This is an optimization exercise on Yosys and OpenROAD, whose aim is small area, a short achievable clock period and few clock cycles per item, not a production implementation. Function was checked by simulation only, so behaviour that the tests miss may differ from the original. No activity file was given, so power comes from the tool's default toggle rates.

**design.v**
```verilog
`default_nettype none
`timescale 1 ns / 1 ps
module ll_udp_skidbuffer #(
    parameter   REG_OUTPUT = 1,
    parameter   DATA_WIDTH = 64
)(
    input   wire                       i_clk,
    input   wire                       i_reset,
    input   wire                       i_valid,
    output  reg                        o_ready,    
    input   wire      [DATA_WIDTH-1:0] i_data,
	input   wire  [(DATA_WIDTH/8)-1:0] i_keep,
	input   wire                       i_last,
	input   wire                       i_user,
    output  reg                        o_valid,
	input   wire                       i_ready,
    output  reg       [DATA_WIDTH-1:0] o_data,
	output  reg   [(DATA_WIDTH/8)-1:0] o_keep,
	output  reg                        o_last,
	output  reg                        o_user
);
logic                      r_valid;
logic     [DATA_WIDTH-1:0] r_data;
logic [(DATA_WIDTH/8)-1:0] r_keep;
logic                      r_last;
logic                      r_user;
always_ff @(posedge i_clk) begin
    if (i_reset) begin
        r_valid <= 0;
    end
    else if ((i_valid && o_ready) && (o_valid && !i_ready)) begin
        r_valid <= 1;
    end
    else if (i_ready) begin
        r_valid <= 0;
    end
end
always_ff @(posedge i_clk) begin
    if (i_reset) begin
        r_data <= '0;
		r_keep <= '0;
		r_last <= 1'b0;
		r_user <= 1'b0;
	end
    else if((!REG_OUTPUT || i_valid) && o_ready) begin
        r_data <= i_data;
		r_keep <= i_keep;
		r_last <= i_last;
		r_user <= i_user;
    end
end
always_comb begin
    o_ready = !r_valid;
end
if (!REG_OUTPUT) begin : NET_OUTPUT
    always_comb begin
        o_valid = !i_reset && (i_valid || r_valid);
    end
    always_comb begin
        if (r_valid) begin
            o_data = r_data;
			o_keep = r_keep;
			o_last = r_last;
			o_user = r_user;
        end
        else if (i_valid) begin
            o_data = i_data;
			o_keep = i_keep;
			o_last = i_last;
			o_user = i_user;
        end
        else begin
            o_data = '0;
			o_keep = '0;
			o_last = 1'b0;
			o_user = 1'b0;
        end
    end
end
else begin : REG_OUT
    always @(posedge i_clk) begin
        if (i_reset) begin
            o_valid <= 0;
        end
        else if (!o_valid || i_ready) begin
            o_valid <= (i_valid || r_valid);
        end
    end
    always @(posedge i_clk) begin
        if (i_reset) begin
            o_data <= '0;
			o_keep <= '0;
			o_last <= 1'b0;
			o_user <= 1'b0;
        end
        else if (!o_valid || i_ready) begin
            if (r_valid) begin
                o_data <= r_data;
				o_keep <= r_keep;
				o_last <= r_last;
				o_user <= r_user;
            end
            else if (i_valid) begin
                o_data <= i_data;
				o_keep <= i_keep;
				o_last <= i_last;
				o_user <= i_user;
            end
            else begin
                o_data <= '0;
				o_keep <= '0;
				o_last <= 1'b0;
				o_user <= 1'b0;
            end
        end
    end
end
endmodule
`timescale 1 ns / 1 ps
module udp_ll_axis_reg_slice_64 (
  input  wire          aclk,
  input  wire          aresetn,
  input  wire          s_axis_tvalid,
  output wire          s_axis_tready,
  input  wire  [63:0]  s_axis_tdata,
  input  wire   [7:0]  s_axis_tkeep,
  input  wire          s_axis_tlast,
  input  wire          s_axis_tuser,
  output wire          m_axis_tvalid,
  input  wire          m_axis_tready,
  output wire  [63:0]  m_axis_tdata,
  output wire   [7:0]  m_axis_tkeep,
  output wire          m_axis_tlast,
  output wire          m_axis_tuser
);
ll_udp_skidbuffer #(
    .REG_OUTPUT (1),
    .DATA_WIDTH (64)
) slice_i (
    .i_clk   (aclk),
    .i_reset (!aresetn),
    .i_valid (s_axis_tvalid),
    .o_ready (s_axis_tready),
    .i_data  (s_axis_tdata),
    .i_keep  (s_axis_tkeep),
    .i_last  (s_axis_tlast),
    .i_user  (s_axis_tuser),
    .o_valid (m_axis_tvalid),
    .i_ready (m_axis_tready),
    .o_data  (m_axis_tdata),
    .o_keep  (m_axis_tkeep),
    .o_last  (m_axis_tlast),
    .o_user  (m_axis_tuser)
);
endmodule
module udp_ll_reg_slice_256 (
  input  wire          aclk,
  input  wire          aresetn,
  input  wire          s_axis_tvalid,
  output wire          s_axis_tready,
  input  wire [255:0]  s_axis_tdata,
  input  wire  [31:0]  s_axis_tkeep,
  input  wire          s_axis_tlast,
  input  wire          s_axis_tuser,
  output wire          m_axis_tvalid,
  input  wire          m_axis_tready,
  output wire [255:0]  m_axis_tdata,
  output wire  [31:0]  m_axis_tkeep,
  output wire          m_axis_tlast,
  output wire          m_axis_tuser
);
wire [79:0] used_q;
wire  [9:0] unused_keep;
wire        unused_last;
wire        unused_user;
ll_udp_skidbuffer #(
    .REG_OUTPUT (1),
    .DATA_WIDTH (80)
) slice_i (
    .i_clk   (aclk),
    .i_reset (!aresetn),
    .i_valid (s_axis_tvalid),
    .o_ready (s_axis_tready),
    .i_data  ({s_axis_tdata[80+:32], s_axis_tdata[0+:48]}),
    .i_keep  (10'd0),
    .i_last  (1'b0),
    .i_user  (1'b0),
    .o_valid (m_axis_tvalid),
    .i_ready (m_axis_tready),
    .o_data  (used_q),
    .o_keep  (unused_keep),
    .o_last  (unused_last),
    .o_user  (unused_user)
);
assign m_axis_tdata = {144'd0, used_q[48+:32], 32'd0, used_q[0+:48]};
assign m_axis_tkeep = 32'd0;
assign m_axis_tlast = 1'b0;
assign m_axis_tuser = 1'b0;
endmodule
`default_nettype none
`timescale 1 ns / 1 ps
module udp_tx (
    input  wire           ap_clk,
    input  wire           ap_rst_n,
    input  wire           s_axis_tx_data_tvalid,
    output logic          s_axis_tx_data_tready,
    input  wire   [63:0]  s_axis_tx_data_tdata,
    input  wire    [7:0]  s_axis_tx_data_tkeep,
    input  wire    [7:0]  s_axis_tx_data_tstrb,
    input  wire           s_axis_tx_data_tlast,
    input  wire           s_axis_tx_meta_tvalid,
    output wire           s_axis_tx_meta_tready,
    input  wire  [255:0]  s_axis_tx_meta_tdata,
    input  wire   [31:0]  s_axis_tx_meta_tkeep,
    input  wire   [31:0]  s_axis_tx_meta_tstrb,
    input  wire           s_axis_tx_meta_tlast,
    output logic          m_axis_iph_data_tvalid,
    input  wire           m_axis_iph_data_tready,
    output logic  [63:0]  m_axis_iph_data_tdata,
    output logic   [7:0]  m_axis_iph_data_tkeep,
    output logic          m_axis_iph_data_tlast,
    output logic          m_axis_iph_meta_tvalid,
    input  wire           m_axis_iph_meta_tready,
    output logic  [63:0]  m_axis_iph_meta_tdata,  
    output logic  [31:0]  datagrams_transmitted
);
typedef enum logic[1:0] {IDLE           = 2'b00,
                         WAIT_RDY       = 2'b01,
                         PROCESS_DATA   = 2'b10} udp_stateCoding_t;
udp_stateCoding_t state;
udp_stateCoding_t next_state;
logic             eof;
logic  [31:0]     dst_addr;
logic  [15:0]     dst_port;
logic  [31:0]     src_addr;
logic  [15:0]     src_port;
logic  [15:0]     length;
logic  [63:0]     store_header;
logic             axis_data_tvalid;
logic             axis_data_tready;
logic  [63:0]     axis_data_tdata;
logic   [7:0]     axis_data_tkeep;
logic             axis_data_tlast;
logic             axis_tx_meta_tready;
logic             axis_tx_meta_tvalid;
logic [255:0]     axis_tx_meta_tdata;
udp_ll_axis_reg_slice_64 tx_data_reg_slice (
  .aclk          (ap_clk),                  
  .aresetn       (ap_rst_n),             
  .s_axis_tvalid (s_axis_tx_data_tvalid), 
  .s_axis_tready (s_axis_tx_data_tready),
  .s_axis_tdata  (s_axis_tx_data_tdata),
  .s_axis_tkeep  (s_axis_tx_data_tkeep),
  .s_axis_tlast  (s_axis_tx_data_tlast),
  .s_axis_tuser  (1'b0),
  .m_axis_tvalid (axis_data_tvalid),
  .m_axis_tready (axis_data_tready),
  .m_axis_tdata  (axis_data_tdata),
  .m_axis_tkeep  (axis_data_tkeep),
  .m_axis_tlast  (axis_data_tlast),
  .m_axis_tuser  ()
);
udp_ll_reg_slice_256 tx_meta_reg_slice (
  .aclk          (ap_clk),                  
  .aresetn       (ap_rst_n),             
  .s_axis_tvalid (s_axis_tx_meta_tvalid), 
  .s_axis_tready (s_axis_tx_meta_tready),
  .s_axis_tdata  (s_axis_tx_meta_tdata),
  .s_axis_tkeep  (s_axis_tx_meta_tkeep),
  .s_axis_tlast  (s_axis_tx_meta_tlast),
  .s_axis_tuser  (1'b0),
  .m_axis_tvalid (axis_tx_meta_tvalid),
  .m_axis_tready (axis_tx_meta_tready),
  .m_axis_tdata  (axis_tx_meta_tdata),
  .m_axis_tkeep  (),
  .m_axis_tlast  (),
  .m_axis_tuser  ()
);
assign eof = axis_data_tlast && axis_data_tvalid && m_axis_iph_data_tready;
assign axis_tx_meta_tready = (state == IDLE) && m_axis_iph_meta_tready;
always_comb begin
    if (state == PROCESS_DATA) begin
        axis_data_tready = m_axis_iph_data_tready;
    end    
    else begin
        axis_data_tready = 1'b0;
    end
end
always_comb
begin
    next_state = state;
    case(state)
        IDLE: begin
            if (axis_tx_meta_tvalid && m_axis_iph_meta_tready) begin
                if (m_axis_iph_data_tready) begin
                    next_state = PROCESS_DATA;
                end
                else begin
                    next_state = WAIT_RDY;
                end
            end
        end
        WAIT_RDY: begin
            if ((store_header[32+:16] == 16'h0800) && m_axis_iph_data_tready) begin
                next_state = IDLE;
            end            
            else if (m_axis_iph_data_tready) begin
                next_state = PROCESS_DATA;
            end
        end
        PROCESS_DATA: begin
            if (eof) begin
                next_state = IDLE;
            end
        end        
        default : next_state  = IDLE;
    endcase
end
always_ff @(posedge ap_clk) begin
    if(!ap_rst_n) begin
        state <= IDLE;
    end
    else begin
        state <= next_state;
    end
end
assign dst_addr = axis_tx_meta_tdata[0+:32];
assign dst_port = {axis_tx_meta_tdata[32+:8], axis_tx_meta_tdata[40+:8]};
assign src_addr = axis_tx_meta_tdata[48+:32];
assign src_port = {axis_tx_meta_tdata[80+:8], axis_tx_meta_tdata[88+:8]};
assign length   = axis_tx_meta_tdata[96+:16] + 8;
assign m_axis_iph_meta_tdata  = {length, dst_addr};
assign m_axis_iph_meta_tvalid = axis_tx_meta_tvalid;
always_ff @(posedge ap_clk) begin
    if (axis_tx_meta_tvalid && (state == IDLE)) begin
        store_header <= {16'h0000, length[0+:8], length[8+:8], dst_port, src_port};
    end
end
always_comb
begin
    m_axis_iph_data_tdata = 32'd0;
    case (state)
        IDLE: begin
            m_axis_iph_data_tdata = {16'h0000, length[0+:8], length[8+:8], dst_port, src_port};            
        end
        WAIT_RDY: begin
            m_axis_iph_data_tdata = store_header;        
        end
        PROCESS_DATA: begin
            m_axis_iph_data_tdata = axis_data_tdata;
        end
        default: m_axis_iph_data_tdata = 32'd0;
    endcase
end
always_comb begin
    if (state == IDLE && next_state == IDLE) begin
        m_axis_iph_data_tvalid = 1'b0;
        m_axis_iph_data_tkeep  = '0;        
    end
    else if (state == IDLE && (next_state == WAIT_RDY || next_state == PROCESS_DATA)) begin
        m_axis_iph_data_tvalid = 1'b1;
        m_axis_iph_data_tkeep  = '1;
    end
    else if (state == WAIT_RDY) begin
        m_axis_iph_data_tvalid = 1'b1;
        m_axis_iph_data_tkeep  = '1;
    end   
    else begin
        m_axis_iph_data_tvalid = axis_data_tvalid;
        m_axis_iph_data_tkeep  = axis_data_tkeep;
    end
end
always_comb begin
    if (state != IDLE && next_state == IDLE) begin
        m_axis_iph_data_tlast = 1'b1;
    end
    else begin
        m_axis_iph_data_tlast = 1'b0;
    end
end
always_ff @(posedge ap_clk) begin
    if(!ap_rst_n) begin
        datagrams_transmitted <= 32'd0;
    end
    else if (state != IDLE && next_state == IDLE) begin
        datagrams_transmitted <= datagrams_transmitted + 1;
    end
end
endmodule
`default_nettype none
`timescale 1 ns / 1 ps
module tx_ipv4 (
    input  wire             ap_clk,
    input  wire             ap_rst_n,
    input  wire  [31:0]     local_ipv4_addr,
    input  wire   [7:0]     protocol,
    input  wire             s_axis_udp_tvalid,
    output logic            s_axis_udp_tready,
    input  wire  [63:0]     s_axis_udp_tdata,
    input  wire   [7:0]     s_axis_udp_tkeep,
    input  wire             s_axis_udp_tlast,
    input wire              udp_meta_valid,
    output logic            udp_meta_ready,
    input wire   [47:0]     udp_meta_data,
    output logic            m_axis_ip_data_tvalid,
    input  wire             m_axis_ip_data_tready,
    output logic [63:0]     m_axis_ip_data_tdata,
    output logic  [7:0]     m_axis_ip_data_tkeep,
    output logic            m_axis_ip_data_tuser,
    output logic            m_axis_ip_data_tlast
);
localparam VERSION = 4'h4;
localparam IHL = 4'h5;  
localparam TTL = 8'h40;
localparam HEADER_W0 = 0;
localparam HEADER_W1 = 1;
localparam HEADER_W2 = 2;
typedef enum logic[2:0] {IDLE            = 3'b000,
                         WAIT_RDY        = 3'b001,
                         IP_HEADER       = 3'b010,
                         PAYLOAD         = 3'b011,
                         LOAD_LAST       = 3'b100} ip_stateCoding_t;
ip_stateCoding_t state;
ip_stateCoding_t next_state;
logic            axis_data_tvalid;
logic            axis_data_tready;
logic   [63:0]   axis_data_tdata;
logic    [7:0]   axis_data_tkeep;
logic            axis_data_tlast;
logic            udp_tvalid_r;
logic    [1:0]   hdr_cnt;
logic    [1:0]   hdr_cnt_next;
logic   [15:0]   ip_length;
logic   [15:0]   ip_length_r;
logic   [31:0]   dst_ip_addr_mangled;
logic   [95:0]   shift_ip_payload;
logic   [11:0]   shift_ip_keep;
logic   [95:0]   next_shift_ip_payload;
logic   [11:0]   next_shift_ip_keep;  
logic            eof;
logic            sop;
udp_ll_axis_reg_slice_64 tx_ipv4_reg_slice (
  .aclk          (ap_clk),                  
  .aresetn       (ap_rst_n),             
  .s_axis_tvalid (axis_data_tvalid), 
  .s_axis_tready (axis_data_tready),
  .s_axis_tdata  (axis_data_tdata),
  .s_axis_tkeep  (axis_data_tkeep),
  .s_axis_tlast  (axis_data_tlast),
  .s_axis_tuser  (1'b0),
  .m_axis_tvalid (m_axis_ip_data_tvalid),
  .m_axis_tready (m_axis_ip_data_tready),
  .m_axis_tdata  (m_axis_ip_data_tdata),
  .m_axis_tkeep  (m_axis_ip_data_tkeep),
  .m_axis_tlast  (m_axis_ip_data_tlast),
  .m_axis_tuser  (m_axis_ip_data_tuser)
);
always_ff @(posedge ap_clk) begin
    if ((state == IDLE) || (next_state == IDLE)) begin
        udp_meta_ready <= 1'b1;
    end
    else begin
        udp_meta_ready <= 1'b0;
    end
end
assign eof = s_axis_udp_tlast && s_axis_udp_tvalid && axis_data_tready;
assign ip_length = udp_meta_data[32+:16] + 20;
always_ff @(posedge ap_clk) begin
    if (udp_meta_valid && (state == IDLE)) begin
        ip_length_r <= ip_length;
        dst_ip_addr_mangled <= {udp_meta_data[0+:8], udp_meta_data[8+:8], udp_meta_data[16+:8], udp_meta_data[24+:8]};
    end
end
assign sop = (hdr_cnt == HEADER_W2) && (hdr_cnt_next == 2'h3);
always_comb
begin
    next_state = state;
    case(state)
        IDLE: begin
            if (udp_meta_valid) begin
                if (axis_data_tready) begin
                    next_state = IP_HEADER;
                end
                else begin
                    next_state = WAIT_RDY;
                end
            end
        end
        WAIT_RDY: begin
            if (axis_data_tready) begin
                next_state = IP_HEADER;
            end      
        end
        IP_HEADER: begin
            if (hdr_cnt_next == 2'h3 && s_axis_udp_tvalid && axis_data_tready) begin
                if (s_axis_udp_tlast) begin
                    next_state = LOAD_LAST;
                end
                else begin
                    next_state = PAYLOAD;
                end
            end
        end
        PAYLOAD: begin
            if (eof) begin
                if (s_axis_udp_tkeep[4] == 0) begin
                    next_state = IDLE;
                end
                else begin
                    next_state = LOAD_LAST;
                end
            end
        end
        LOAD_LAST: begin
            if (axis_data_tready) begin
                next_state = IDLE;
            end                   
        end
    default : next_state  = IDLE;
  endcase         
end
always_ff @(posedge ap_clk) begin
    if(!ap_rst_n) begin
        state <= IDLE;
    end
    else begin
        state <= next_state;
    end
end
always_ff @(posedge ap_clk) begin
    case (next_state)
        IDLE: begin
            hdr_cnt <= 2'b00;
        end    
        IP_HEADER: begin
            if (axis_data_tvalid && axis_data_tready) begin
                hdr_cnt <= hdr_cnt_next;
            end
        end
        PAYLOAD: begin
            hdr_cnt <= 2'b11;
        end
        LOAD_LAST: begin
            hdr_cnt <= 2'b11;
        end        
        default: hdr_cnt <= 2'b00;
    endcase    
end
assign hdr_cnt_next = hdr_cnt + 'd1;
always_ff @(posedge ap_clk) begin
    if (sop) begin
        shift_ip_payload[64+:32] <= s_axis_udp_tdata[32+:32];
        shift_ip_keep[8+:4]      <= s_axis_udp_tkeep[4+:4];
        udp_tvalid_r     <= s_axis_udp_tvalid;
    end
    else if (s_axis_udp_tvalid && axis_data_tready) begin
        shift_ip_payload[64+:32] <= next_shift_ip_payload[64+:32];
        shift_ip_keep[8+:4]      <= next_shift_ip_keep[8+:4];
        udp_tvalid_r     <= 1'b1;
    end
end
assign next_shift_ip_payload = {s_axis_udp_tdata, shift_ip_payload[64+:32]};
assign next_shift_ip_keep    = {s_axis_udp_tkeep, shift_ip_keep[8+:4]};
always_comb begin
    axis_data_tdata   = 32'd0;
    axis_data_tkeep   = 4'h0;
    s_axis_udp_tready = 1'b0;
    axis_data_tvalid  = 1'b0;       
    case (state)
        IDLE: begin
            axis_data_tdata   = {32'h00000000, ip_length[0+:8], ip_length[8+:8], 8'h00, VERSION, IHL};
            axis_data_tkeep   = 8'hFF;
            s_axis_udp_tready = 1'b0;
            axis_data_tvalid  =  udp_meta_valid;           
        end
        WAIT_RDY: begin
            axis_data_tdata   = {32'h00000000, ip_length_r[0+:8], ip_length_r[8+:8], 8'h00, VERSION, IHL};
            axis_data_tkeep   = 8'hFF;
            s_axis_udp_tready = 1'b0;
            axis_data_tvalid  =  1'b1;              
        end
        IP_HEADER: begin
            case (hdr_cnt)
                HEADER_W1: begin
                    axis_data_tdata   = {local_ipv4_addr, 16'h0000, protocol, TTL};
                    axis_data_tkeep   = 8'hFF;
                    s_axis_udp_tready = 1'b0;
                    axis_data_tvalid  =  1'b1;
                end
                HEADER_W2: begin
                    axis_data_tdata = {s_axis_udp_tdata[0+:32], dst_ip_addr_mangled};
                    axis_data_tkeep[0+:4] = 4'hF;
                    axis_data_tkeep[4+:4] = s_axis_udp_tkeep[0+:4];
                    s_axis_udp_tready     = axis_data_tready; 
                    axis_data_tvalid      = s_axis_udp_tvalid;
                end
            endcase
        end
        PAYLOAD: begin
            axis_data_tdata   = next_shift_ip_payload[0+:64];
            axis_data_tkeep   = next_shift_ip_keep[0+:8];
            s_axis_udp_tready = axis_data_tready;
            axis_data_tvalid  = udp_tvalid_r && s_axis_udp_tvalid;  
        end
        LOAD_LAST: begin
            axis_data_tdata[0+:32]  = shift_ip_payload[64+:32];
            axis_data_tdata[32+:32] = 32'h00000000;
            axis_data_tkeep[0+:4]   = shift_ip_keep[8+:4];
            axis_data_tkeep[4+:4]   = 4'h0;
            s_axis_udp_tready       = 1'b0;  
            axis_data_tvalid        = udp_tvalid_r;  
        end        
        default: begin
            axis_data_tdata   = 32'd0;
            axis_data_tkeep   = 4'h0;
            s_axis_udp_tready = 1'b0;
            axis_data_tvalid  = 1'b0;          
        end
    endcase
end
assign axis_data_tlast = (state != IDLE) && (next_state == IDLE);
endmodule
`default_nettype none
`timescale 1 ns / 1 ps
module udp_ipv4_tx (
    input  wire             ap_clk,
    input  wire             ap_rst_n,
    input  wire  [31:0]     my_ip_addr,
    input  wire   [7:0]     ip_protocol,
    input  wire             s_axis_tx_meta_tvalid,
    output wire             s_axis_tx_meta_tready,
    input  wire [255:0]     s_axis_tx_meta_tdata,
    input  wire             s_axis_tx_data_tvalid,
    output wire             s_axis_tx_data_tready,
    input  wire  [63:0]     s_axis_tx_data_tdata,
    input  wire   [7:0]     s_axis_tx_data_tkeep,
    input  wire             s_axis_tx_data_tlast,
    output wire             m_axis_tx_data_tvalid,
    input  wire             m_axis_tx_data_tready,
    output wire   [63:0]    m_axis_tx_data_tdata,
    output wire    [7:0]    m_axis_tx_data_tkeep,
    output wire             m_axis_tx_data_tlast,
    output wire   [31:0]    datagrams_transmitted
);
wire            tx_udp2ip_data_tvalid;
wire            tx_udp2ip_data_tready;
wire [63:0]     tx_udp2ip_data_tdata;
wire  [7:0]     tx_udp2ip_data_tkeep;
wire            tx_udp2ip_data_tlast;
wire            tx_udp2ip_meta_tvalid;
wire [63:0]     tx_udp2ip_meta_tdata;
wire            tx_udp2ip_meta_tready;
udp_tx udp_tx_i (
    .ap_clk                       (ap_clk),
    .ap_rst_n                     (ap_rst_n),
    .s_axis_tx_data_tvalid        (s_axis_tx_data_tvalid),
    .s_axis_tx_data_tready        (s_axis_tx_data_tready),
    .s_axis_tx_data_tdata         (s_axis_tx_data_tdata),
    .s_axis_tx_data_tkeep         (s_axis_tx_data_tkeep),
    .s_axis_tx_data_tstrb         (8'h00),
    .s_axis_tx_data_tlast         (s_axis_tx_data_tlast),
    .s_axis_tx_meta_tvalid        (s_axis_tx_meta_tvalid),
    .s_axis_tx_meta_tready        (s_axis_tx_meta_tready),
    .s_axis_tx_meta_tdata         (s_axis_tx_meta_tdata),
    .s_axis_tx_meta_tkeep         (32'h00000000),
    .s_axis_tx_meta_tstrb         (32'h00000000),
    .s_axis_tx_meta_tlast         (1'b0),
    .m_axis_iph_data_tvalid       (tx_udp2ip_data_tvalid),
    .m_axis_iph_data_tready       (tx_udp2ip_data_tready),
    .m_axis_iph_data_tdata        (tx_udp2ip_data_tdata),
    .m_axis_iph_data_tkeep        (tx_udp2ip_data_tkeep),
    .m_axis_iph_data_tlast        (tx_udp2ip_data_tlast),
    .m_axis_iph_meta_tvalid       (tx_udp2ip_meta_tvalid),
    .m_axis_iph_meta_tready       (tx_udp2ip_meta_tready),
    .m_axis_iph_meta_tdata        (tx_udp2ip_meta_tdata),
    .datagrams_transmitted        (datagrams_transmitted)
);
tx_ipv4 tx_ipv4_i (
    .ap_clk                  (ap_clk),
    .ap_rst_n                (ap_rst_n),
    .local_ipv4_addr         (my_ip_addr),
    .protocol                (ip_protocol),
    .s_axis_udp_tvalid       (tx_udp2ip_data_tvalid),
    .s_axis_udp_tready       (tx_udp2ip_data_tready),
    .s_axis_udp_tdata        (tx_udp2ip_data_tdata),
    .s_axis_udp_tkeep        (tx_udp2ip_data_tkeep),
    .s_axis_udp_tlast        (tx_udp2ip_data_tlast),
    .udp_meta_valid          (tx_udp2ip_meta_tvalid),
    .udp_meta_ready          (tx_udp2ip_meta_tready),
    .udp_meta_data           (tx_udp2ip_meta_tdata[47:0]),
    .m_axis_ip_data_tvalid   (m_axis_tx_data_tvalid),
    .m_axis_ip_data_tready   (m_axis_tx_data_tready),
    .m_axis_ip_data_tdata    (m_axis_tx_data_tdata),
    .m_axis_ip_data_tkeep    (m_axis_tx_data_tkeep),
    .m_axis_ip_data_tuser    (),
    .m_axis_ip_data_tlast    (m_axis_tx_data_tlast)
);
endmodule
```
**constraint.sdc**
```tcl
create_clock -name core_clock -period 5.0 [get_ports {ap_clk}]
set_input_delay 1.0000 -clock core_clock [delete_from_list [all_inputs] [get_ports {ap_clk}]]
set_output_delay 1.0000 -clock core_clock [all_outputs]
set_load 0.01 [all_outputs]
```
**run.sh**
```bash
#!/bin/bash
# synth_recipe.tcl (not shown) runs the flow's synth.tcl, then flattens the netlist and writes it again
# the make line also repeats each setting of config.mk as NAME=value (left out here)
make -C /OpenROAD-flow-scripts/flow DESIGN_CONFIG=/design/flow/config.mk WORK_HOME=/design/flow/orfs CLKGATE_MAP_FILE= SYNTH_SCRIPT=/design/flow/synth_recipe.tcl finish
```
**config.mk**
```make
export PLATFORM = sky130hd
export DESIGN_NAME = udp_ipv4_tx
export DESIGN_NICKNAME = udp_ipv4_tx
export VERILOG_FILES = /design/flow/design.v
export SDC_FILE = /design/flow/constraint.sdc
export NUM_CORES = 4
export LEC_CHECK = 0
export CAP_MARGIN = 20
export CORE_MARGIN = 2
export CORE_UTILIZATION = 40
export PLACE_DENSITY = 0.6
export SLEW_MARGIN = 20
```
==> results of run 1 <==
-- flip-flops by register name, summed over array words and instances (netlist names), 16 cells and up --
name and cells:
udp_tx_i.tx_data_reg_slice.slice_i.r_data 64, tx_ipv4_i.ip_length_r 16, tx_ipv4_i.dst_ip_addr_mangled 32, tx_ipv4_i.tx_ipv4_reg_slice.slice_i.r_data 64, udp_tx_i.datagrams_transmitted 32, udp_tx_i.tx_data_reg_slice.slice_i.o_data 64
tx_ipv4_i.tx_ipv4_reg_slice.slice_i.o_data 64, tx_ipv4_i.shift_ip_payload 32, udp_tx_i.store_header 48, udp_tx_i.tx_meta_reg_slice.slice_i.o_data 80, udp_tx_i.tx_meta_reg_slice.slice_i.r_data 80
-- power groups by stage --
stage	combinational (uW)	clock, uW	sequential, uW
5_1_grt	1970	5380	6090
2_1_floorplan	1090	0	6050
4_1_cts	1810	5170	6050
3_5_place_dp	1800	0	6160
6_report	1810	5080	6050
3_3_place_gp	1770	0	6140
-- per-layer routing --
| metal | vias to the layer above | track usage [%] | wire length (um) |
|---|---|---|---|
| li1 | 10432 | - | - |
| met1 | 10259 | 33.3 | 36800 |
| met2 | 638 | 35.3 | 35300 |
| met3 | 107 | 3.00 | 4460 |
| met4 | 0 | 8.24 | 2020 |
| met5 | - | 0 | 0 |
-- metrics by stage --
step / instances / utilization [%] / power (uW) / hold WS, ns
detailed placement: 3795 / 46.1 / 7960 / 0.418
floorplan: 2842 / - / 7140 / 0.409
CTS: 3920 / 49.7 / 13000 / 0.432
global placement: 3795 / 46.1 / 7910 / 0.419
finish: 3929 / 49.8 / 12900 / 0.432
global route: 3929 / 49.8 / 13400 / 0.441
-- cell families after synthesis --
family,count (synthesis)
buffers and inverters,255
adders and majority gates,8
AOI/OAI and AO/OA,831
muxes,49
and+or+nand+nor,1024
DFF,631
xor gates and xnor gates,44
-- critical path, delay by kind of cell, from the launching register on --
kind / cells / cell delay, ns
AOI/OAI and AO/OA: 6 / 1.34
adders and majority gates: 1 / 0.38
buffers and inverters: 1 / 0.46
DFF: 1 / 0.45
and+or+nand+nor: 5 / 1.47
-- cell usage in the layout, fill, tap and decap left out, types with 5 or more instances in the layout --
master / count
xnor2_1: 26
o21ai_0: 146
a222oi_1: 14
diode_2: 8
o22ai_1: 6
buf_12: 7
a31oi_1: 6
buf_4: 27
clkbuf_1: 20
clkdlybuf4s50_1: 304
mux2i_1: 47
nand3_1: 24
or3_1: 11
edfxtp_1: 135
nand4_1: 9
xor2_1: 17
clkinv_1: 5
nor2_1: 283
a21o_1: 5
nand2b_1: 6
ha_1: 8
and2_1: 21
clkinv_2: 8
o211ai_1: 8
dfxtp_1: 492
clkbuf_8: 9
nand2_1: 580
a311oi_1: 161
a22o_1: 6
and3_1: 11
a21oi_1: 380
inv_1: 23
a211oi_1: 15
clkbuf_16: 73
nor3b_1: 33
a22oi_1: 41
-- final cells by class --
type | instances | area, um^2
sequential | 631 | 14000
antenna | 8 | 20.0
tap | 846 | 1060
timing repair buffer | 339 | 3390
clock buffer | 102 | 2030
multi-input combinational | 1956 | 10600
clock inverter | 23 | 236
fill | 5952 | 31700
inverter | 24 | 97.6
-- final timing paths --
kind	endpoint	slack, ns	depth (start not counted)
hold reg to reg	tx_ipv4_i.dst_ip_addr_mangled[25]$_DFFE_PP_	0.43	0
hold / removal	tx_ipv4_i.dst_ip_addr_mangled[25]$_DFFE_PP_	0.43	0
setup / recovery	tx_ipv4_i.tx_ipv4_reg_slice.slice_i.r_data[45]$_SDFFE_PN0P_	0.77	13
setup reg to reg	tx_ipv4_i.tx_ipv4_reg_slice.slice_i.r_data[45]$_SDFFE_PN0P_	0.77	13
==> impl_metrics.py, run 1 <==
metrics = {
    "synth": {
        "synthArstFlopShare_pct": 0,
        "yosysWarnings": 4,
        "synth-xor-area-share_pct": 1.54,
        "synth-compound-area-share_pct": 20.5,
        "synth_edf_count": 135,
        "yosys.area_share.adder_pct": 0.392,
        "synth_cell_types": 78,
        "syn_inst": 2842,
        "synthFlopType": "dfxtp_1",
        "yosys-top-cells-area": "dfxtp_1 39%, edfxtp_1 16%, nand2_1 8.6%",
        "syn_nets": 3224,
        "synthMuxAreaShare_pct": 1.93,
        "synth_top_family_by_area": "compound AO/OA/AOI/OAI gates",
        "syn_avg_cell_area_um2": 8.98,
        "yosys.area.top_type_share_pct": 38.9,
        "ys_ff_latch": 631,
        "yosysMostFrequentCell": "nand2_1",
        "synthSimpleGateAreaFrac_pct": 16.8,
        "yosys-top-cells-count": "585 x nand2_1, 496 x dfxtp_1, 380 x a21oi_1",
        "synth_top_cell_by_area": "dfxtp_1",
        "ys_seq_area_share_pct": 54.8,
        "syn_area_um2": 25500,
    },
    "cts": {
        "cts_max_level": 3,
        "cts-buffers-inserted": 69,
        "clock_sinks": 631,
        "cts_root_buf": "clkbuf_16",
        "cts.clk_slew.worst_paths_ns": 0.06,
        "postCtsSetupRepairBufs": 0,
        "clockBufferDepth": 3,
        "worstSkewPairLatency_ns": 0.61,
        "tritoncts": "yes",
        "ctsResizeCount": 0,
        "holdBufCountCts": 0,
    },
    "sta": {
        "setup-tns-final_ns": 0,
        "rsz0062_at_grt": "false",
        "finalHoldViolations": 0,
        "fmax_mhz": 237,
        "slew_violations": 0,
        "period_minus_slack_ns": 4.23,
        "relSlewSlack_pct": 27.4,
        "worst_slew_pin_slew_ns": 1.09,
        "skew_ns": 0.0190,
        "fin_crit_sh_pct": 84.5,
        "setup-violations-final": 0,
        "layout_setup_ws_ns": 0.775,
    },
    "setup_path": {
        "critPathKind": "register to register",
        "max_stage_delay_ns": 0.53,
        "crit_slowest_cell": "or3b_2",
        "critical_path.startpoint_type": "register",
        "r2r-start": "tx_ipv4_i.state[2]$_SDFF_PN0_",
        "arrival_ns": 4.75,
        "crit_required_ns": 5.53,
        "cp_cell_sequence": "nor2b_1 -> o21ai_0 -> nor2_1 -> nand3_1 -> a32oi_1 -> ha_1 -> or3b_2 -> o21ai_1 -> o32a_4 -> a21o_2 -> buf_4 -> a21oi_1 -> nor2_1",
        "critPathCaptureType": "register",
        "path_max_fanout": 37,
        "worstSetupStartpoint": "tx_ipv4_i.state[2]$_SDFF_PN0_",
        "crit_top_cell": "nor2_1",
    },
    "worst_hold_path": {
        "hp-class": "register to register",
        "min-delay-start": "udp_tx_i.tx_meta_reg_slice.slice_i.o_data[1]$_SDFFE_PN0P_",
    },
    "floorplan": {
        "die-area_um2": 65800,
        "floorplan.initialDensity_pct": 40.4,
        "die_x_um": 257,
        "core_um2": 63100,
        "placementRows": 92,
        "die_h_um": 257,
        "ios": 482,
    },
    "job": {
        "cap_violations": 0,
    },
    "power": {
        "power-per-cell-area_nw_per_um2": 412,
        "p_sw_uw": 3500,
        "power_frac_comb_pct": 14.0,
        "vdd_drop_max_mv": 0.221,
        "p_int_uw": 9450,
        "swShare_pct": 27.0,
        "p_seq_share_pct": 46.7,
        "clkPwrFrac_pct": 39.3,
        "p_leak_uw": 0.0109,
    },
    "cells_and_area": {
        "fin_nets": 3403,
        "synthToLayoutAreaGrowth_pct": 23.1,
        "final_area_um2": 31400,
        "final_layout_size_suffix_gt1_share_pct": 5.79,
    },
    "grt": {
        "overflow": 0,
        "grt_use_total_pct": 23.1,
        "antenna_found_initial": 9,
        "first_global_vias": 19759,
        "grt_start_max_net_pins": 136,
        "grt_first_pass_wirelength_mm": 119,
    },
    "routing": {
        "wirelength_mm": 78.5,
        "drt_iter0_drc": 2016,
        "post-route-drc-count": 0,
        "wire_per_inst_um": 20.0,
        "via_per_inst": 5.46,
        "first_pass_iters": 7,
        "vias": 21436,
        "ant_nets": 0,
    },
    "place": {
        "place.gp.congestion": 0.912,
        "numPortBuffers": 305,
        "pre_cts_ws_ns": 0.784,
        "place_hpwl_mm": 53.3,
        "placed_cell_area_um2": 29100,
    },
    "status": {
        "outcome": "timing/DRC/antenna clean",
    },
}
Testbench counts, summed over its fixed seeds: cycles 92,928, packets 4,800.
==> run 2, diff against run 1 <==
==> design.v (replaced) <==
`default_nettype none
`timescale 1 ns / 1 ps
module udp_ipv4_tx (
    input  wire             ap_clk,
    input  wire             ap_rst_n,
    input  wire  [31:0]     my_ip_addr,
    input  wire   [7:0]     ip_protocol,
    input  wire             s_axis_tx_meta_tvalid,
    output wire             s_axis_tx_meta_tready,
    input  wire [255:0]     s_axis_tx_meta_tdata,
    input  wire             s_axis_tx_data_tvalid,
    output wire             s_axis_tx_data_tready,
    input  wire  [63:0]     s_axis_tx_data_tdata,
    input  wire   [7:0]     s_axis_tx_data_tkeep,
    input  wire             s_axis_tx_data_tlast,
    output wire             m_axis_tx_data_tvalid,
    input  wire             m_axis_tx_data_tready,
    output wire   [63:0]    m_axis_tx_data_tdata,
    output wire    [7:0]    m_axis_tx_data_tkeep,
    output wire             m_axis_tx_data_tlast,
    output reg    [31:0]    datagrams_transmitted
);
reg st_h0, st_h1, st_h2, st_h3, st_pay, st_ext;
reg  [31:0] prev_data;    
reg   [3:1] prev_keep;    
reg         len_zero;     
reg  [15:0] udp_len;      
wire [31:0] m_dst_ip   = s_axis_tx_meta_tdata[31:0];
wire [15:0] m_dst_port = s_axis_tx_meta_tdata[47:32];
wire [15:0] m_src_port = s_axis_tx_meta_tdata[95:80];
wire [15:0] m_len      = s_axis_tx_meta_tdata[111:96];
wire [15:0] tot_len    = m_len + 16'd28;
wire in_v    = s_axis_tx_data_tvalid;
wire in_last = s_axis_tx_data_tlast;
wire in_k4   = s_axis_tx_data_tkeep[4];
wire rdy     = m_axis_tx_data_tready;
wire data_beat = (st_h3 & ~len_zero) | st_pay;
assign m_axis_tx_data_tvalid = (st_h0 & s_axis_tx_meta_tvalid) | st_h1 | st_h2 |
                               (st_h3 & len_zero) | st_ext | (data_beat & in_v);
wire out_hs  = m_axis_tx_data_tvalid & rdy;
wire data_hs = data_beat & in_v & rdy;
assign s_axis_tx_data_tready = data_beat & rdy;
assign s_axis_tx_meta_tready = st_h3 & rdy & (len_zero | in_v);
assign m_axis_tx_data_tlast = st_ext | (st_h3 & len_zero) | (data_beat & in_last & ~in_k4);
assign m_axis_tx_data_tkeep[0]   = 1'b1;
assign m_axis_tx_data_tkeep[3:1] = st_ext ? prev_keep : 3'b111;
assign m_axis_tx_data_tkeep[7:4] = (st_h0 | st_h1 | st_h2) ? 4'hF :
                                   data_beat ? s_axis_tx_data_tkeep[3:0] : 4'h0;
assign m_axis_tx_data_tdata[31:0] =
      ({32{st_h0}} & {tot_len[7:0], tot_len[15:8], 8'h00, 8'h45})
    | ({32{st_h1}} & {16'h0000, ip_protocol, 8'h40})
    | ({32{st_h2}} & {m_dst_ip[7:0], m_dst_ip[15:8], m_dst_ip[23:16], m_dst_ip[31:24]})
    | ({32{st_h3}} & {16'h0000, udp_len[7:0], udp_len[15:8]})
    | ({32{st_pay | st_ext}} & prev_data);
assign m_axis_tx_data_tdata[63:32] =
      ({32{st_h1}} & my_ip_addr)
    | ({32{st_h2}} & {m_dst_port[7:0], m_dst_port[15:8], m_src_port[7:0], m_src_port[15:8]})
    | ({32{data_beat}} & s_axis_tx_data_tdata[31:0]);
wire last_hs = out_hs & m_axis_tx_data_tlast;
always @(posedge ap_clk) begin
    if (!ap_rst_n) begin
        st_h0  <= 1'b1;
        st_h1  <= 1'b0;
        st_h2  <= 1'b0;
        st_h3  <= 1'b0;
        st_pay <= 1'b0;
        st_ext <= 1'b0;
    end else if (out_hs) begin
        st_h0  <= m_axis_tx_data_tlast;
        st_h1  <= st_h0;
        st_h2  <= st_h1;
        st_h3  <= st_h2;
        st_pay <= data_beat & ~in_last;
        st_ext <= data_beat & in_last & in_k4;
    end
end
always @(posedge ap_clk) begin
    if (data_hs) begin
        prev_data <= s_axis_tx_data_tdata[63:32];
        prev_keep <= s_axis_tx_data_tkeep[7:5];
    end
end
always @(posedge ap_clk) begin
    len_zero <= (m_len == 16'd0);
    udp_len  <= m_len + 16'd8;
end
always @(posedge ap_clk) begin
    if (!ap_rst_n)
        datagrams_transmitted <= 32'd0;
    else if (last_hs)
        datagrams_transmitted <= datagrams_transmitted + 32'd1;
end
endmodule
--- a/config.mk
+++ b/config.mk
@@ -6,7 +6,7 @@
 export NUM_CORES = 4
 export LEC_CHECK = 0
 export CAP_MARGIN = 20
-export CORE_MARGIN = 2
-export CORE_UTILIZATION = 40
+export CORE_AREA = 2.5 2.5 167.5 167.5
+export DIE_AREA = 0 0 170 170
 export PLACE_DENSITY = 0.6
 export SLEW_MARGIN = 20
==> impl_metrics.py, run 2 <==
metrics = {
    "status": {
        "outcome": "timing/DRC/antenna clean",
    },
    "cells_and_area": {
        "diodes": 0,
        "final_common_cell": "clkdlybuf4s50_1",
        "synthToLayoutAreaGrowth_pct": 77.7,
        "final_util_pct": 31.7,
        "fin_nets": 1186,
        "top_regs": "datagrams_transmitted x32, prev_data x32, udp_len x16",
        "seq_area_um2": 2150,
        "layout_common_cells": "304 x clkdlybuf4s50_1, 60 x inv_1, 58 x a222oi_1",
        "final_layout_size_suffix_gt1_share_pct": 4.81,
        "n_fill_cell": 2778,
        "multi_input_area_um2": 2280,
    },
    "floorplan": {
        "die_x_um": 170,
        "floorplan.initialDensity_pct": 17.8,
        "die_h_um": 170,
        "die-area_um2": 28900,
        "ios": 482,
        "core_um2": 26900,
        "placementRows": 60,
    },
    "sta": {
        "skew_ns": 0.0104,
        "fmax_mhz": 222,
        "whs_ns": 0.481,
        "period_minus_slack_ns": 4.50,
        "rsz0062_at_grt": "false",
        "finalHoldViolations": 0,
        "relSlewSlack_pct": 30.7,
        "setup-tns-final_ns": 0,
        "fin_crit_sh_pct": 90.0,
        "worst_slew_pin_slew_ns": 1.04,
        "slew_violations": 0,
        "setup-violations-final": 0,
    },
    "setup_path": {
        "critPathCaptureType": "output port",
        "r2r_cells": 6,
        "arrival_ns": 3.50,
        "crit_required_ns": 4.00,
        "r2r-end": "datagrams_transmitted[31]$_SDFFE_PN0P_",
        "worstSetupStartpoint": "s_axis_tx_meta_tdata[100]",
        "critical_path.startpoint_type": "input pin",
        "regToRegSetupSlack_ns": 2.19,
        "critPathKind": "input pin to output port",
        "crit_end": "m_axis_tx_data_tdata[23]",
        "path_max_fanout": 7,
        "r2r-start": "st_h2$_SDFFE_PN0P_",
    },
    "cts": {
        "clockBufferDepth": 2,
        "cts.clk_slew.worst_paths_ns": 0.08,
        "cts_root_buf": "clkbuf_16",
        "clock_sinks": 90,
        "ctsResizeCount": 0,
        "holdBufCountCts": 0,
        "worstSkewPairLatency_ns": 0.35,
        "postCtsSetupRepairBufs": 0,
        "cts_max_level": 3,
        "cts-buffers-inserted": 9,
        "tritoncts": "yes",
    },
    "synth": {
        "syn_inst": 517,
        "ys_seq_area_share_pct": 44.9,
        "yosys-top-cells-count": "60 x inv_1, 58 x a222oi_1, 55 x dfxtp_1, 55 x nand2_1, 39 x nor2_1",
        "ys_ff_latch": 90,
        "synth_top_cell_by_area": "dfxtp_1",
        "yosysMostFrequentCell": "inv_1",
        "yosys.area.top_type_share_pct": 23.0,
        "synth_edf_count": 35,
        "syn_nets": 897,
        "synthFlopType": "dfxtp_1",
        "synthArstFlopShare_pct": 0,
        "syn_area_um2": 4790,
        "syn_avg_cell_area_um2": 9.27,
        "synth_cell_types": 51,
        "yosysWarnings": 1,
        "yosys-top-cells-area": "dfxtp_1 23%, edfxtp_1 22%, a222oi_1 12%",
    },
    "grt": {
        "antenna_found_initial": 0,
        "grt_first_pass_wirelength_mm": 29.5,
        "grt_use_total_pct": 13.3,
        "overflow": 0,
        "first_global_vias": 5158,
        "grt_start_max_net_pins": 47,
    },
    "routing": {
        "ant_nets": 0,
        "wire_per_inst_um": 17.5,
        "wirelength_mm": 20.2,
        "drt_iter0_drc": 467,
        "post-route-drc-count": 0,
        "vias": 5139,
        "first_pass_iters": 7,
        "via_per_inst": 4.46,
    },
    "power": {
        "power_frac_comb_pct": 22.9,
        "p_sw_uw": 541,
        "vdd_drop_max_mv": 0.191,
        "clkPwrFrac_pct": 36.7,
        "p_seq_share_pct": 40.4,
        "p_int_uw": 1440,
        "swShare_pct": 27.3,
        "power-per-cell-area_nw_per_um2": 233,
        "p_leak_uw": 0.00332,
    },
    "worst_hold_path": {
        "min-delay-start": "datagrams_transmitted[31]$_SDFFE_PN0P_",
        "hp-class": "register to register",
    },
    "place": {
        "numPortBuffers": 304,
        "place.gp.congestion": 0.746,
        "place_hpwl_mm": 15.4,
    },
    "job": {
        "cap_violations": 0,
    },
}
## run 2: cell types whose count changed after synthesis, moves of 43 or more
cell | before | now
a21oi_1 | 380 | 8
dfxtp_1 | 496 | 55
nor2_1 | 284 | 39
a222oi_1 | 14 | 58
o21ai_0 | 146 | 9
edfxtp_1 | 135 | 35
nand2_1 | 585 | 55
a311oi_1 | 161 | 0
mux2i_1 | 47 | 4
clkbuf_1 | 180 | 24
## run 2: logic make-up (layout without fill, tap and decap cells)
kind of cell	Yosys count	in the layout	share of synthesized area, %
flops	90	90	44.9
xor+xnor	46	46	8.41
other cells	1	1	0.0783
buf+inv	95	389	7.62
fa+ha+maj	6	6	1.57
compound gates	96	96	17.4
mux	4	4	0.836
simple gates	179	179	19.2
## run 2: power by group through the flow
stage / Sequential (uW) / Clock [uW] / Combinational, uW
2_1_floorplan: 793 / 0 / 160
3_3_place_gp: 820 / 0 / 453
3_5_place_dp: 819 / 0 / 456
4_1_cts: 802 / 765 / 460
5_1_grt: 805 / 791 / 488
6_report: 802 / 729 / 455
## run 2: metrics by stage
step	setup WS (ns)	instance area [um^2]	total power, uW	instances
after floorplan	1.70	4790	953	517
after detailed placement	0.446	8210	1280	1136
after global placement	0.481	8190	1270	1135
final	0.502	8510	1990	1152
after CTS	0.415	8510	2030	1152
after global routing	0.269	8510	2080	1152
## run 2: worst min-delay path by stage
stage	endpoint	slack [ns]	cells past startpoint
floorplan	datagrams_transmitted[31]$_SDFFE_PN0P_	0.49	2
global placement	datagrams_transmitted[31]$_SDFFE_PN0P_	0.47	2
detailed placement	datagrams_transmitted[31]$_SDFFE_PN0P_	0.47	2
CTS	datagrams_transmitted[31]$_SDFFE_PN0P_	0.49	2
global route	datagrams_transmitted[31]$_SDFFE_PN0P_	0.53	2
finish	datagrams_transmitted[31]$_SDFFE_PN0P_	0.48	2
## run 2: layout make-up
type | count | share of cell area, %
tap | 341 | 5.01
clock inverter | 6 | 0.602
timing repair buffer | 313 | 36.8
sequential | 90 | 25.3
multi-input combinational | 332 | 26.7
clock buffer | 10 | 2.94
inverter | 60 | 2.65
## run 2: routing by layer
layer  GRT usage (%)  vias to the layer above  routed length (um)
met1            16.4                     2434                8520
met2            23.1                      209                9850
met4            2.87                        0                 239
met3            3.74                       14                1600
li1                -                     2482                   -
met5               0                        -                   0
## run 2: critical path, cell delays in order
cell and delay (ns):
clkdlybuf4s50_1 0.62, inv_1 0.11, ha_1 0.19, a21boi_0 0.16, or2_2 0.36, nor2_1 0.14
xnor2_1 0.13, o21ai_0 0.21, clkdlybuf4s50_1 0.58
Testbench counts of run 2, summed over its fixed seeds: cycles 92,912, packets 4,800.
==> run 3, diff against run 2 <==
--- a/config.mk
+++ b/config.mk
@@ -6,7 +6,7 @@
 export NUM_CORES = 4
 export LEC_CHECK = 0
 export CAP_MARGIN = 20
-export CORE_AREA = 2.5 2.5 167.5 167.5
-export DIE_AREA = 0 0 170 170
+export CORE_MARGIN = 2
+export CORE_UTILIZATION = 40
 export PLACE_DENSITY = 0.6
 export SLEW_MARGIN = 20
==> impl_metrics.py, run 3 <==
metrics = {
    "floorplan": {
        "die_x_um": 113,
        "floorplan.initialDensity_pct": 41.4,
        "placementRows": 39,
        "die_h_um": 113,
    },
    "status": {
        "outcome": "did not finish",
        "error_message": "[ERROR PPL-0024] Number of IO pins (482) exceeds maximum number of available positions (402). Increase the die perimeter from 453.82um to 655.52um.",
        "lastStage": "3_2_place_iop",
    },
    "synth": {
        "syn_inst": 517,
        "yosys-top-cells-area": "dfxtp_1 23%, edfxtp_1 22%, a222oi_1 12%",
        "syn_nets": 897,
        "synth_edf_count": 35,
        "yosys-top-cells-count": "60 x inv_1, 58 x a222oi_1, 55 x dfxtp_1, 55 x nand2_1, 39 x nor2_1",
        "yosys.area.top_type_share_pct": 23.0,
        "syn_avg_cell_area_um2": 9.27,
        "synth_top_cell_by_area": "dfxtp_1",
        "yosysWarnings": 1,
        "synth_cell_types": 51,
        "ys_seq_area_share_pct": 44.9,
        "syn_area_um2": 4790,
        "synthFlopType": "dfxtp_1",
        "synthArstFlopShare_pct": 0,
        "ys_ff_latch": 90,
        "yosysMostFrequentCell": "inv_1",
    },
}
-- run 3: cell counts after synthesis --
No cell type changed its count.
-- run 3: cells by family after synthesis --
family	share of synthesized area, %
xor+xnor	8.41
other cells	0.0783
flops	44.9
compound gates	17.4
buf+inv	7.62
mux	0.836
fa+ha+maj	1.57
simple gates	19.2
==> run 4, diff against run 3 <==
==> flow/run.sh (new file) <==
#!/bin/bash
# Standard ORFS layout (the standard.sh, unchanged synthesis), with the
# port buffers made from the smallest buffer instead of the default choice.
set -euo pipefail
export BUFFER_PORTS_ARGS="-buffer_cell sky130_fd_sc_hd__buf_1"
bash standard.sh synth > synth.log 2>&1
bash standard.sh finish > layout.log 2>&1
==> standard.sh (new file) <==
#!/bin/bash
# synth_recipe.tcl (not shown) runs the flow's synth.tcl, then flattens the netlist and writes it again
# the make line also repeats each setting of config.mk as NAME=value (left out here)
make -C /OpenROAD-flow-scripts/flow DESIGN_CONFIG=/design/flow/config.mk WORK_HOME=/design/flow/orfs CLKGATE_MAP_FILE= SYNTH_SCRIPT=/design/flow/synth_recipe.tcl "${@:-finish}"
--- a/config.mk
+++ b/config.mk
@@ -6,7 +6,7 @@
 export NUM_CORES = 4
 export LEC_CHECK = 0
 export CAP_MARGIN = 20
-export CORE_MARGIN = 2
-export CORE_UTILIZATION = 40
+export CORE_AREA = 2.5 2.5 167.5 167.5
+export DIE_AREA = 0 0 170 170
 export PLACE_DENSITY = 0.6
 export SLEW_MARGIN = 20
removed: run.sh
==> impl_metrics.py, run 4 <==
metrics = {
    "synth": {
        "synth_top_cell_by_area": "dfxtp_1",
        "yosys.area.top_type_share_pct": 23.0,
        "yosys-top-cells-area": "dfxtp_1 23%, edfxtp_1 22%, a222oi_1 12%",
        "syn_avg_cell_area_um2": 9.27,
        "yosys-top-cells-count": "60 x inv_1, 58 x a222oi_1, 55 x dfxtp_1, 55 x nand2_1, 39 x nor2_1",
        "synth_edf_count": 35,
        "ys_seq_area_share_pct": 44.9,
        "syn_inst": 517,
        "syn_nets": 897,
        "yosysWarnings": 1,
        "ys_ff_latch": 90,
        "yosysMostFrequentCell": "inv_1",
        "synthArstFlopShare_pct": 0,
        "synthFlopType": "dfxtp_1",
        "syn_area_um2": 4790,
        "synth_cell_types": 51,
    },
    "cts": {
        "worstSkewPairLatency_ns": 0.35,
        "clock_sinks": 90,
        "holdBufCountCts": 0,
        "clockBufferDepth": 2,
        "cts_max_level": 3,
        "cts_root_buf": "clkbuf_16",
        "cts-buffers-inserted": 9,
        "ctsResizeCount": 0,
        "tritoncts": "yes",
        "postCtsSetupRepairBufs": 0,
        "cts.clk_slew.worst_paths_ns": 0.07,
    },
    "setup_path": {
        "worstSetupStartpoint": "s_axis_tx_meta_tdata[100]",
        "critical_path.startpoint_type": "input pin",
        "critPathKind": "input pin to output port",
        "r2r-start": "st_h1$_SDFFE_PN0P_",
        "crit_required_ns": 4.00,
        "arrival_ns": 2.94,
        "regToRegSetupSlack_ns": 2.22,
        "critPathCaptureType": "output port",
        "path_max_fanout": 7,
        "r2r_cells": 6,
    },
    "floorplan": {
        "die-area_um2": 28900,
        "floorplan.initialDensity_pct": 17.8,
        "core_um2": 26900,
        "die_x_um": 170,
        "placementRows": 60,
        "die_h_um": 170,
        "ios": 482,
    },
    "place": {
        "numPortBuffers": 304,
        "place_hpwl_mm": 14.2,
        "dp.cells": 1133,
        "place.gp.congestion": 0.739,
    },
    "routing": {
        "drt-met1-wl_mm": 7.51,
        "wl_met2_mm": 9.04,
        "wirelength_mm": 18.3,
        "wire_per_inst_um": 16.0,
        "first_pass_iters": 8,
        "wl_met3_mm": 1.64,
        "ant_nets": 0,
        "drt_iter0_drc": 546,
        "via_per_inst": 4.52,
        "vias": 5188,
        "routed.top_layer": "met4",
        "post-route-drc-count": 0,
    },
    "sta": {
        "slew_violations": 0,
        "rsz0062_at_grt": "false",
        "setup-tns-final_ns": 0,
        "finalHoldViolations": 0,
        "relSlewSlack_pct": 32.0,
        "setup-violations-final": 0,
        "fmax_mhz": 254,
        "period_minus_slack_ns": 3.94,
        "fin_crit_sh_pct": 78.9,
        "skew_ns": 0.0151,
        "worst_slew_pin_slew_ns": 1.02,
        "whs_ns": 0.481,
    },
    "worst_hold_path": {
        "hp-class": "register to register",
        "min_path_cells": 2,
        "min-delay-start": "datagrams_transmitted[31]$_SDFFE_PN0P_",
    },
    "cells_and_area": {
        "instances_no_fill": 1149,
        "diodes": 0,
        "final_common_cell": "buf_1",
        "synthToLayoutAreaGrowth_pct": 36.7,
        "fin_nets": 1183,
        "final_util_pct": 24.4,
        "top_regs": "datagrams_transmitted x32, prev_data x32, udp_len x16",
        "layout_common_cells": "304 x buf_1, 60 x inv_1, 58 x a222oi_1",
        "final_layout_size_suffix_gt1_share_pct": 4.46,
    },
    "grt": {
        "grt_use_total_pct": 11.8,
        "grt_start_max_net_pins": 52,
        "overflow": 0,
        "first_global_vias": 4628,
        "antenna_found_initial": 0,
        "grt_first_pass_wirelength_mm": 26.3,
    },
    "power": {
        "p_leak_uw": 0.00247,
        "power-per-cell-area_nw_per_um2": 265,
        "vdd_drop_max_mv": 0.124,
    },
    "status": {
        "outcome": "timing/DRC/antenna clean",
    },
    "job": {
        "cap_violations": 0,
    },
}
==> run 4: cell counts after synthesis <==
No cell type changed its count.
==> run 4: cell families after synthesis <==
group,synth area share (%)
AO/OA/AOI/OAI,17.4
buffers and inverters,7.62
flip-flops,44.9
other,0.0783
XOR/XNOR,8.41
adder cells (fa/ha/maj),1.57
AND/OR/NAND/NOR,19.2
multiplexers,0.836
==> run 4: per-layer routing <==
metal  vias to the layer above  GRT usage (%)
met1                      2438           14.8
met3                        11           3.33
met2                       276           20.3
met5                         -              0
met4                         0           2.26
li1                       2463              -
==> run 4: final timing paths <==
kind                                                               end
worst max-delay path                          m_axis_tx_data_tdata[21]
worst min-delay path            datagrams_transmitted[31]$_SDFFE_PN0P_
worst max register to register  datagrams_transmitted[31]$_SDFFE_PN0P_
worst min register to register  datagrams_transmitted[31]$_SDFFE_PN0P_
==> run 4: area by class of cell <==
type,instances,area (um^2)
flip-flops and latches,90,2150
well taps,341,427
fillers,2978,20300
multi-input cells,332,2280
clock buffers,9,225
clock inverters,7,55.1
repair buffers,310,1190
inverters,60,225
==> run 4: metrics by stage <==
step,total power [uW],instance area (um^2),setup slack (ns)
final,1740,6550,1.06
after global routing,1820,6550,0.940
after CTS,1770,6550,1.05
after detailed placement,1100,6270,1.05
after global placement,1100,6270,1.07
after floorplan,953,4790,1.70
==> run 4: critical path, cell delays in order <==
cell      delay [ns]
buf_1           0.26
inv_1           0.12
ha_1            0.19
a21boi_0        0.43
or2_2           0.26
nor2_1          0.06
xnor2_1         0.13
a222oi_1        0.27
inv_1           0.08
buf_1           0.14
==> run 4: power breakdown <==
| group | switching [uW] | internal [uW] |
|---|---|---|
| clock | 317 | 340 |
| sequential | 19.6 | 774 |
| combinational | 169 | 118 |
==> run 5, diff against run 4 <==
--- a/config.mk
+++ b/config.mk
@@ -6,7 +6,7 @@
 export NUM_CORES = 4
 export LEC_CHECK = 0
 export CAP_MARGIN = 20
-export CORE_AREA = 2.5 2.5 167.5 167.5
-export DIE_AREA = 0 0 170 170
+export CORE_AREA = 2.5 2.5 267.5 59.5
+export DIE_AREA = 0 0 270 62
 export PLACE_DENSITY = 0.6
 export SLEW_MARGIN = 20
==> impl_metrics.py, run 5 <==
metrics = {
    "sta": {
        "setup-violations-final": 0,
        "worst_slew_pin_slew_ns": 1.13,
        "whs_ns": 0.488,
        "relSlewSlack_pct": 24.9,
        "finalHoldViolations": 0,
        "slew_violations": 0,
        "fin_crit_sh_pct": 77.2,
        "skew_ns": 0.00712,
        "period_minus_slack_ns": 3.86,
        "rsz0062_at_grt": "false",
        "setup-tns-final_ns": 0,
        "fmax_mhz": 259,
    },
    "synth": {
        "yosys-top-cells-area": "dfxtp_1 23%, edfxtp_1 22%, a222oi_1 12%",
        "syn_nets": 897,
        "syn_inst": 517,
        "yosysWarnings": 1,
        "ys_seq_area_share_pct": 44.9,
        "synth_edf_count": 35,
        "synth_cell_types": 51,
        "synthArstFlopShare_pct": 0,
        "yosys.area.top_type_share_pct": 23.0,
        "synth_top_cell_by_area": "dfxtp_1",
        "syn_avg_cell_area_um2": 9.27,
        "yosysMostFrequentCell": "inv_1",
        "ys_ff_latch": 90,
        "synthFlopType": "dfxtp_1",
        "syn_area_um2": 4790,
        "yosys-top-cells-count": "60 x inv_1, 58 x a222oi_1, 55 x dfxtp_1, 55 x nand2_1, 39 x nor2_1",
    },
    "cells_and_area": {
        "final_common_cell": "buf_1",
        "layout_common_cells": "304 x buf_1, 60 x inv_1, 58 x a222oi_1",
        "fin_nets": 1186,
        "final_util_pct": 44.7,
        "synthToLayoutAreaGrowth_pct": 34.2,
        "top_regs": "datagrams_transmitted x32, prev_data x32, udp_len x16",
        "diodes": 0,
        "final_layout_size_suffix_gt1_share_pct": 4.69,
    },
    "floorplan": {
        "floorplan.initialDensity_pct": 33.3,
        "die-area_um2": 16700,
        "die_x_um": 270,
        "placementRows": 20,
        "die_h_um": 62,
        "core_um2": 14400,
        "ios": 482,
    },
    "setup_path": {
        "critPathKind": "input pin to output port",
        "critical_path.startpoint_type": "input pin",
        "arrival_ns": 2.86,
        "r2r_cells": 6,
        "crit_slowest_cell": "or2_2",
        "crit_required_ns": 4.00,
        "r2r-end": "datagrams_transmitted[31]$_SDFFE_PN0P_",
        "worstSetupStartpoint": "s_axis_tx_meta_tdata[100]",
        "r2r-start": "st_h1$_SDFFE_PN0P_",
        "path_max_fanout": 7,
        "crit_end": "m_axis_tx_data_tdata[19]",
        "cp_cell_sequence": "buf_1 -> inv_1 -> ha_1 -> a21boi_0 -> buf_4 -> or2_2 -> nor2_1 -> xor2_1 -> a222oi_1 -> inv_1 -> buf_1",
        "regToRegSetupSlack_ns": 2.12,
        "max_stage_delay_ns": 0.32,
        "critPathCaptureType": "output port",
    },
    "power": {
        "swShare_pct": 27.6,
        "power_frac_comb_pct": 16.1,
        "totalPowerFinal_uw": 1790,
        "power-per-cell-area_nw_per_um2": 278,
        "p_seq_share_pct": 44.6,
        "p_sw_uw": 494,
        "p_leak_uw": 0.00252,
        "vdd_drop_max_mv": 0.138,
        "clkPwrFrac_pct": 39.3,
        "p_int_uw": 1300,
    },
    "cts": {
        "clockBufferDepth": 2,
        "cts-buffers-inserted": 9,
        "clock_sinks": 90,
        "ctsResizeCount": 0,
        "tritoncts": "yes",
        "postCtsSetupRepairBufs": 0,
        "cts_root_buf": "clkbuf_16",
        "cts.clk_slew.worst_paths_ns": 0.06,
        "cts_max_level": 3,
        "worstSkewPairLatency_ns": 0.36,
        "holdBufCountCts": 0,
    },
    "grt": {
        "met1_usage_pct": 29.9,
        "grt_first_pass_wirelength_mm": 25.1,
        "use_met3_pct": 5.61,
        "overflow": 0,
        "first_global_vias": 4287,
        "grt_use_total_pct": 20.2,
        "grt_start_max_net_pins": 46,
        "top_usage_layer": "met1",
        "antenna_found_initial": 0,
        "use_met2_pct": 28.1,
    },
    "routing": {
        "wire_per_inst_um": 17.8,
        "post-route-drc-count": 0,
        "vias": 5221,
        "drt_iter0_drc": 921,
        "via_per_inst": 5.12,
        "first_pass_iters": 9,
        "ant_nets": 0,
        "wirelength_mm": 18.1,
    },
    "worst_hold_path": {
        "min_path_cells": 2,
        "hp-class": "register to register",
    },
    "place": {
        "place.gp.congestion": 0.825,
        "numPortBuffers": 304,
        "place_hpwl_mm": 14.2,
    },
    "job": {
        "cap_violations": 0,
    },
    "status": {
        "outcome": "timing/DRC/antenna clean",
    },
}
[run 5: cell counts after synthesis]
Identical to the previous run, type by type.
[run 5: critical path, delay by kind of cell]
kind,cells,cell delay (ns)
simple gates,2,0.45
compound gates,2,0.34
buf+inv,5,0.80
fa+ha+maj,1,0.19
xor+xnor,1,0.08
[run 5: layout make-up]
| cell class | instances | area (um^2) |
|---|---|---|
| fill | 1456 | 7960 |
| multi-input combinational | 332 | 2280 |
| sequential | 90 | 2150 |
| timing repair buffer | 313 | 1210 |
| tap | 209 | 262 |
| clock buffer | 10 | 239 |
| inverter | 60 | 225 |
| clock inverter | 6 | 66.3 |
[run 5: power groups by stage]
stage / combinational [uW] / sequential (uW) / clock [uW]
finish: 287 / 798 / 704
global route: 314 / 799 / 751
CTS: 285 / 797 / 717
detailed placement: 283 / 813 / 0
global placement: 283 / 814 / 0
floorplan: 160 / 793 / 0
[run 5: routing by layer]
metal / wire [um] / vias to the layer above
met5: 0 / -
met4: 236 / 0
met3: 1520 / 24
met2: 8060 / 213
met1: 8320 / 2509
li1: - / 2475
[run 5: cells by family after synthesis]
| family | synth area share [%] |
|---|---|
| multiplexers | 0.836 |
| AO/OA/AOI/OAI | 17.4 |
| AND/OR/NAND/NOR | 19.2 |
| other | 0.0783 |
| XOR/XNOR | 8.41 |
| buffers and inverters | 7.62 |
| adder cells (fa/ha/maj) | 1.57 |
| flip-flops | 44.9 |
[run 5: worst min path at each step]
stage,from,to
floorplan,datagrams_transmitted[31]$_SDFFE_PN0P_,datagrams_transmitted[31]$_SDFFE_PN0P_
global placement,datagrams_transmitted[31]$_SDFFE_PN0P_,datagrams_transmitted[31]$_SDFFE_PN0P_
detailed placement,datagrams_transmitted[31]$_SDFFE_PN0P_,datagrams_transmitted[31]$_SDFFE_PN0P_
CTS,datagrams_transmitted[31]$_SDFFE_PN0P_,datagrams_transmitted[31]$_SDFFE_PN0P_
global route,datagrams_transmitted[31]$_SDFFE_PN0P_,datagrams_transmitted[31]$_SDFFE_PN0P_
finish,datagrams_transmitted[31]$_SDFFE_PN0P_,datagrams_transmitted[31]$_SDFFE_PN0P_
[run 5: through the flow]
stage / cell area, um^2 / cells / setup WS (ns)
3_5_place_dp: 6120 / 1004 / 1.15
5_1_grt: 6430 / 1020 / 0.986
4_1_cts: 6430 / 1020 / 1.14
3_3_place_gp: 6120 / 1004 / 1.19
2_1_floorplan: 4790 / 517 / 1.70
6_report: 6430 / 1020 / 1.14

==> port drivers added, routing unchanged <==
No port has a modelled driver above. Below, the same layouts with a new extraction and two added sets of constraints.
Step 1 sets driving cells, clkbuf_16 on the clock port and buf_2 on the other inputs (assumed; they add their load-dependent delay and slew).
Step 2, shift: input delay + t, output delay - t, t = (earliest + latest rising clock arrival at the registers) / 2. This alone moves slack from input paths to output paths.
Three values: ideal ports, drivers, drivers and shift; two values: the first two.
run	t, ns	slack for setup (ns)	latest minus earliest clock arrival (ns)	worst register clock-pin slew, ns	worst slew at a driven data input, ns
run 1	0.659	0.775 / 0.775 / 0.775	0.021 / 0.021	0.06 / 0.06	0.11
run 2	0.385	0.502 / 0.469 / 0.469	0.010 / 0.010	0.08 / 0.08	0.08
run 4	0.387	1.057 / 1.027 / 1.027	0.021 / 0.020	0.08 / 0.08	0.07
run 5	0.401	1.139 / 1.108 / 1.108	0.008 / 0.008	0.07 / 0.07	0.07
After both steps every run listed still meets setup and hold. The setup slack of run 2, which loses most, moves by -0.033 ns with the drivers and by -0.033 ns with both steps.
